From an optimization exercise on the open Yosys and OpenROAD flow, aimed at small area and a short achievable clock period; shortcuts taken in it are not production practice. Power figures rest on the tool's default switching activity, not on a simulated workload.

== v6 ==
==> module alu, before the edit <==
module alu(a, b, f, x, push, s);
  input [15:0] a, b;
  input [4:0] f;
  input [15:0] x;
  input push;
  output [15:0] s;
  wire f_add  = (f == 5'b00000);
  wire f_sub  = (f == 5'b00001);
  wire f_mul  = (f == 5'b00010);
  wire f_shl  = (f == 5'b00011);
  wire f_shr  = (f == 5'b00100);
  wire f_band = (f == 5'b00101);
  wire f_bor  = (f == 5'b00110);
  wire f_bxor = (f == 5'b00111);
  wire f_and  = (f == 5'b01000);
  wire f_or   = (f == 5'b01001);
  wire f_eq   = (f == 5'b01010);
  wire f_ne   = (f == 5'b01011);
  wire f_ge   = (f == 5'b01100);
  wire f_le   = (f == 5'b01101);
  wire f_gt   = (f == 5'b01110);
  wire f_lt   = (f == 5'b01111);
  wire f_neg  = (f == 5'b10000);
  wire f_bnot = (f == 5'b10001);
  wire f_not  = (f == 5'b10010);
  wire inv = ~(f_add | f_band | f_bor | f_bxor);
  wire zb  = f_neg | f_bnot;
  wire [15:0] bz = zb ? 16'h0000 : b;
  wire [15:0] ax = inv ? ~a : a;
  wire [15:0] p = bz ^ ax;
  wire [15:0] g = bz & ax;
  wire [16:0] c;
  assign c[0] = inv;
  wire [15:0] G0, P0, G1, P1, G2, P2, G3, P3, G4, P4;
  assign G0 = {g[15:1], g[0] | (p[0] & inv)};
  assign P0 = {p[15:1], 1'b0};
  genvar i;
  generate
    for (i = 0; i < 16; i = i + 1) begin : g_pre
      if ((i % 2) >= 1) begin : l1
        assign G1[i] = G0[i] | (P0[i] & G0[(i/2)*2 + 0]);
        assign P1[i] = P0[i] & P0[(i/2)*2 + 0];
      end else begin : l1n
        assign G1[i] = G0[i]; assign P1[i] = P0[i];
      end
      if ((i % 4) >= 2) begin : l2
        assign G2[i] = G1[i] | (P1[i] & G1[(i/4)*4 + 1]);
        assign P2[i] = P1[i] & P1[(i/4)*4 + 1];
      end else begin : l2n
        assign G2[i] = G1[i]; assign P2[i] = P1[i];
      end
      if ((i % 8) >= 4) begin : l3
        assign G3[i] = G2[i] | (P2[i] & G2[(i/8)*8 + 3]);
        assign P3[i] = P2[i] & P2[(i/8)*8 + 3];
      end else begin : l3n
        assign G3[i] = G2[i]; assign P3[i] = P2[i];
      end
      if ((i % 16) >= 8) begin : l4
        assign G4[i] = G3[i] | (P3[i] & G3[7]);
        assign P4[i] = P3[i] & P3[7];
      end else begin : l4n
        assign G4[i] = G3[i]; assign P4[i] = P3[i];
      end
      assign c[i+1] = G4[i];
    end
  endgenerate
  wire [15:0] sum = p ^ c[15:0];
  wire eq = &p;
  wire lt = (b[15] ^ a[15]) ? b[15] : sum[15];    
  wire anz = |a, bnz = |b;
  wire bit0 = (f_and & anz & bnz) | (f_or & (anz | bnz)) | (f_eq & eq) |
              (f_ne & ~eq) | (f_ge & ~lt) | (f_le & (lt | eq)) |
              (f_gt & ~(lt | eq)) | (f_lt & lt) | (f_not & ~anz);
  wire big = |a[15:4];
  wire [15:0] br;
  generate for (i = 0; i < 16; i = i + 1) begin : g_rev
    assign br[i] = b[15 - i];
  end endgenerate
  wire [15:0] bs = f_shr ? br : b;
  wire [15:0] sh = bs << a[3:0];
  wire [15:0] shr;
  generate for (i = 0; i < 16; i = i + 1) begin : g_rev2
    assign shr[i] = sh[15 - i];
  end endgenerate
  wire [15:0] prod;
  mul_lo mul0(.a(a), .b(b), .p(prod));
  wire op_ok = ~push;
  wire s_sum = op_ok & (f_add | f_sub | f_neg);
  wire s_mul = op_ok & f_mul;
  wire s_shl = op_ok & f_shl & ~big;
  wire s_shr = op_ok & f_shr & ~big;
  wire s_p   = op_ok & (f_bxor | f_bor | f_bnot);
  wire s_g   = op_ok & (f_band | f_bor);
  wire s_b0  = op_ok;
  assign s = ({16{push}} & x) | ({16{s_sum}} & sum) | ({16{s_mul}} & prod) |
             ({16{s_shl}} & sh) | ({16{s_shr}} & shr) | ({16{s_p}} & p) |
             ({16{s_g}} & g) | {15'd0, s_b0 & bit0};
endmodule
==> module stack, before the edit <==
module stack(clk, load, push, pop, d, qtop, qnext);
  parameter N=16;
  input clk, load, push, pop;
  input [N-1:0] d;
  output [N-1:0] qtop, qnext;
  reg [N-1:0] q[0:3];
  assign qtop=q[0];
  assign qnext=q[1];
  always @(posedge clk)
    begin
      if (load) q[0] <= d;
      if (push) q[1] <= q[0]; else if (pop) q[1] <= q[2];
      if (push) q[2] <= q[1]; else if (pop) q[2] <= q[3];
      if (push) q[3] <= q[2]; else if (pop) q[3] <= {N{1'b0}};
    end
endmodule
==> module opstack, before the edit <==
module opstack(clk, num, op, x, qtop);
  input clk, num, op;
  input [15:0] x;
  output [15:0] qtop;
  wire [15:0] qnext, d;
  wire load, push, pop;
  alu alu0(.a(qtop), .b(qnext), .f(x[4:0]), .x(x), .push(num), .s(d));
  stack stack0(clk, load, push, pop, d, qtop, qnext);
  assign load=num|op;
  assign push=num;
  assign pop=op&~x[4];
endmodule
export LEC_CHECK = 0
export CAP_MARGIN = 20
export CORE_MARGIN = 2
export CORE_UTILIZATION = 40
export SETUP_SLACK_MARGIN = 1.5
export SLEW_MARGIN = 20
export SYNTH_HIERARCHICAL = 1
create_clock -name core_clock -period 7.0 [get_ports {clk}]
run.sh (not shown) runs the stock make flow with config.mk's settings and CLKGATE_MAP_FILE= SYNTH_SCRIPT=/design/flow/synth_recipe.tcl, a recipe that flattens the netlist after the stock synthesis.
Input changes introduced in v7 (baseline for comparison: v6):
==> flow/design.v, changed modules only <==
module alu(a, b, f, x, push, op, s);
  input [15:0] a, b;
  input [4:0] f;
  input [15:0] x;
  input push, op;
  output [15:0] s;
  wire f_add  = (f == 5'b00000);
  wire f_sub  = (f == 5'b00001);
  wire f_mul  = (f == 5'b00010);
  wire f_shl  = (f == 5'b00011);
  wire f_shr  = (f == 5'b00100);
  wire f_band = (f == 5'b00101);
  wire f_bor  = (f == 5'b00110);
  wire f_bxor = (f == 5'b00111);
  wire f_and  = (f == 5'b01000);
  wire f_or   = (f == 5'b01001);
  wire f_eq   = (f == 5'b01010);
  wire f_ne   = (f == 5'b01011);
  wire f_ge   = (f == 5'b01100);
  wire f_le   = (f == 5'b01101);
  wire f_gt   = (f == 5'b01110);
  wire f_lt   = (f == 5'b01111);
  wire f_neg  = (f == 5'b10000);
  wire f_bnot = (f == 5'b10001);
  wire f_not  = (f == 5'b10010);
  wire inv = ~(f_add | f_band | f_bor | f_bxor);
  wire zb  = f_neg | f_bnot;
  wire [15:0] bz = zb ? 16'h0000 : b;
  wire [15:0] ax = inv ? ~a : a;
  wire [15:0] p = bz ^ ax;
  wire [15:0] g = bz & ax;
  wire [16:0] c;
  assign c[0] = inv;
  wire [15:0] G0, P0, G1, P1, G2, P2, G3, P3, G4, P4;
  assign G0 = {g[15:1], g[0] | (p[0] & inv)};
  assign P0 = {p[15:1], 1'b0};
  genvar i;
  generate
    for (i = 0; i < 16; i = i + 1) begin : g_pre
      if ((i % 2) >= 1) begin : l1
        assign G1[i] = G0[i] | (P0[i] & G0[(i/2)*2 + 0]);
        assign P1[i] = P0[i] & P0[(i/2)*2 + 0];
      end else begin : l1n
        assign G1[i] = G0[i]; assign P1[i] = P0[i];
      end
      if ((i % 4) >= 2) begin : l2
        assign G2[i] = G1[i] | (P1[i] & G1[(i/4)*4 + 1]);
        assign P2[i] = P1[i] & P1[(i/4)*4 + 1];
      end else begin : l2n
        assign G2[i] = G1[i]; assign P2[i] = P1[i];
      end
      if ((i % 8) >= 4) begin : l3
        assign G3[i] = G2[i] | (P2[i] & G2[(i/8)*8 + 3]);
        assign P3[i] = P2[i] & P2[(i/8)*8 + 3];
      end else begin : l3n
        assign G3[i] = G2[i]; assign P3[i] = P2[i];
      end
      if ((i % 16) >= 8) begin : l4
        assign G4[i] = G3[i] | (P3[i] & G3[7]);
        assign P4[i] = P3[i] & P3[7];
      end else begin : l4n
        assign G4[i] = G3[i]; assign P4[i] = P3[i];
      end
      assign c[i+1] = G4[i];
    end
  endgenerate
  wire [15:0] sum = p ^ c[15:0];
  wire eq = &p;
  wire lt = (b[15] ^ a[15]) ? b[15] : sum[15];    
  wire anz = |a, bnz = |b;
  wire bit0 = (f_and & anz & bnz) | (f_or & (anz | bnz)) | (f_eq & eq) |
              (f_ne & ~eq) | (f_ge & ~lt) | (f_le & (lt | eq)) |
              (f_gt & ~(lt | eq)) | (f_lt & lt) | (f_not & ~anz);
  wire big = |a[15:4];
  wire [15:0] br;
  generate for (i = 0; i < 16; i = i + 1) begin : g_rev
    assign br[i] = b[15 - i];
  end endgenerate
  wire [15:0] bs = f_shr ? br : b;
  wire [15:0] sh = bs << a[3:0];
  wire [15:0] shr;
  generate for (i = 0; i < 16; i = i + 1) begin : g_rev2
    assign shr[i] = sh[15 - i];
  end endgenerate
  wire [15:0] prod;
  mul_lo mul0(.a(a), .b(b), .p(prod));
  wire op_ok = ~push & op;
  wire hold = ~push & ~op;
  wire s_sum = op_ok & (f_add | f_sub | f_neg);
  wire s_mul = op_ok & f_mul;
  wire s_shl = op_ok & f_shl & ~big;
  wire s_shr = op_ok & f_shr & ~big;
  wire s_p   = op_ok & (f_bxor | f_bor | f_bnot);
  wire s_g   = op_ok & (f_band | f_bor);
  wire s_b0  = op_ok;
  assign s = ({16{push}} & x) | ({16{s_sum}} & sum) | ({16{s_mul}} & prod) |
             ({16{s_shl}} & sh) | ({16{s_shr}} & shr) | ({16{s_p}} & p) |
             ({16{s_g}} & g) | {15'd0, s_b0 & bit0} | ({16{hold}} & a);
endmodule
module stack(clk, push, pop, d, qtop, qnext);
  parameter N=16;
  input clk, push, pop;
  input [N-1:0] d;
  output [N-1:0] qtop, qnext;
  reg [N-1:0] q[0:3];
  assign qtop=q[0];
  assign qnext=q[1];
  wire dn = push;             
  wire up = pop & ~push;      
  wire hd = ~push & ~pop;     
  always @(posedge clk)
    begin
      q[0] <= d;
      q[1] <= ({N{dn}} & q[0]) | ({N{up}} & q[2]) | ({N{hd}} & q[1]);
      q[2] <= ({N{dn}} & q[1]) | ({N{up}} & q[3]) | ({N{hd}} & q[2]);
      q[3] <= ({N{dn}} & q[2]) | ({N{hd}} & q[3]);
    end
endmodule
module opstack(clk, num, op, x, qtop);
  input clk, num, op;
  input [15:0] x;
  output [15:0] qtop;
  wire [15:0] qnext, d;
  wire push, pop;
  alu alu0(.a(qtop), .b(qnext), .f(x[4:0]), .x(x), .push(num), .op(op), .s(d));
  stack stack0(clk, push, pop, d, qtop, qnext);
  assign push=num;
  assign pop=op&~x[4];
endmodule
Findings:
Total power in v7 is about 34% lower than in v6
Relative to v6, non-clock buffer share of cell area decreased by 5.0 points in v7.
Between v6 and v7, share of total power consumed by net switching increased.
Run comparison: v6 critical path's slowest cell edfxtp_1; v7 critical path's slowest cell fa_1
For v6, the source of the critical timing path was stack0.q[0][8]$_DFFE_PP_, unlike v7, where it was stack0.q[0][1]$_DFF_P_.
On number of fillers in the final layout: between v7 and v6, it ends up higher for v7.
Final area (v6 / v7): 1.06
No run of this note included a check of the RTL's function; only the layout flow was run.

port drivers added, routing unchanged:
In the flow no input, the clock included, has a driving cell. The finished layouts below were timed again as built, in two steps.
Step 1: set_driving_cell puts a clkbuf_16 on clk and a buf_2 on each other input, an assumption about the parent block.
Step 2 also shifts input and output timing later by t, the mid clock arrival at the registers, as if the neighbouring blocks saw the same clock.
Slacks: ideal / step 1 / step 2; pairs: ideal / step 1.
run | t (ns) | setup WS [ns] | slew at the worst register clock pin (ns) | cell pins on the clock port's net
v6 | 0.389 | 1.613 / 1.613 / 1.348 | 0.07 / 0.07 | 1
v7 | 0.386 | 1.699 / 1.699 / 1.444 | 0.07 / 0.07 | 1
After both steps every run listed still meets setup and hold. The setup slack of v6, which loses most, moves by 0.000 ns with the drivers and by -0.265 ns with both steps.
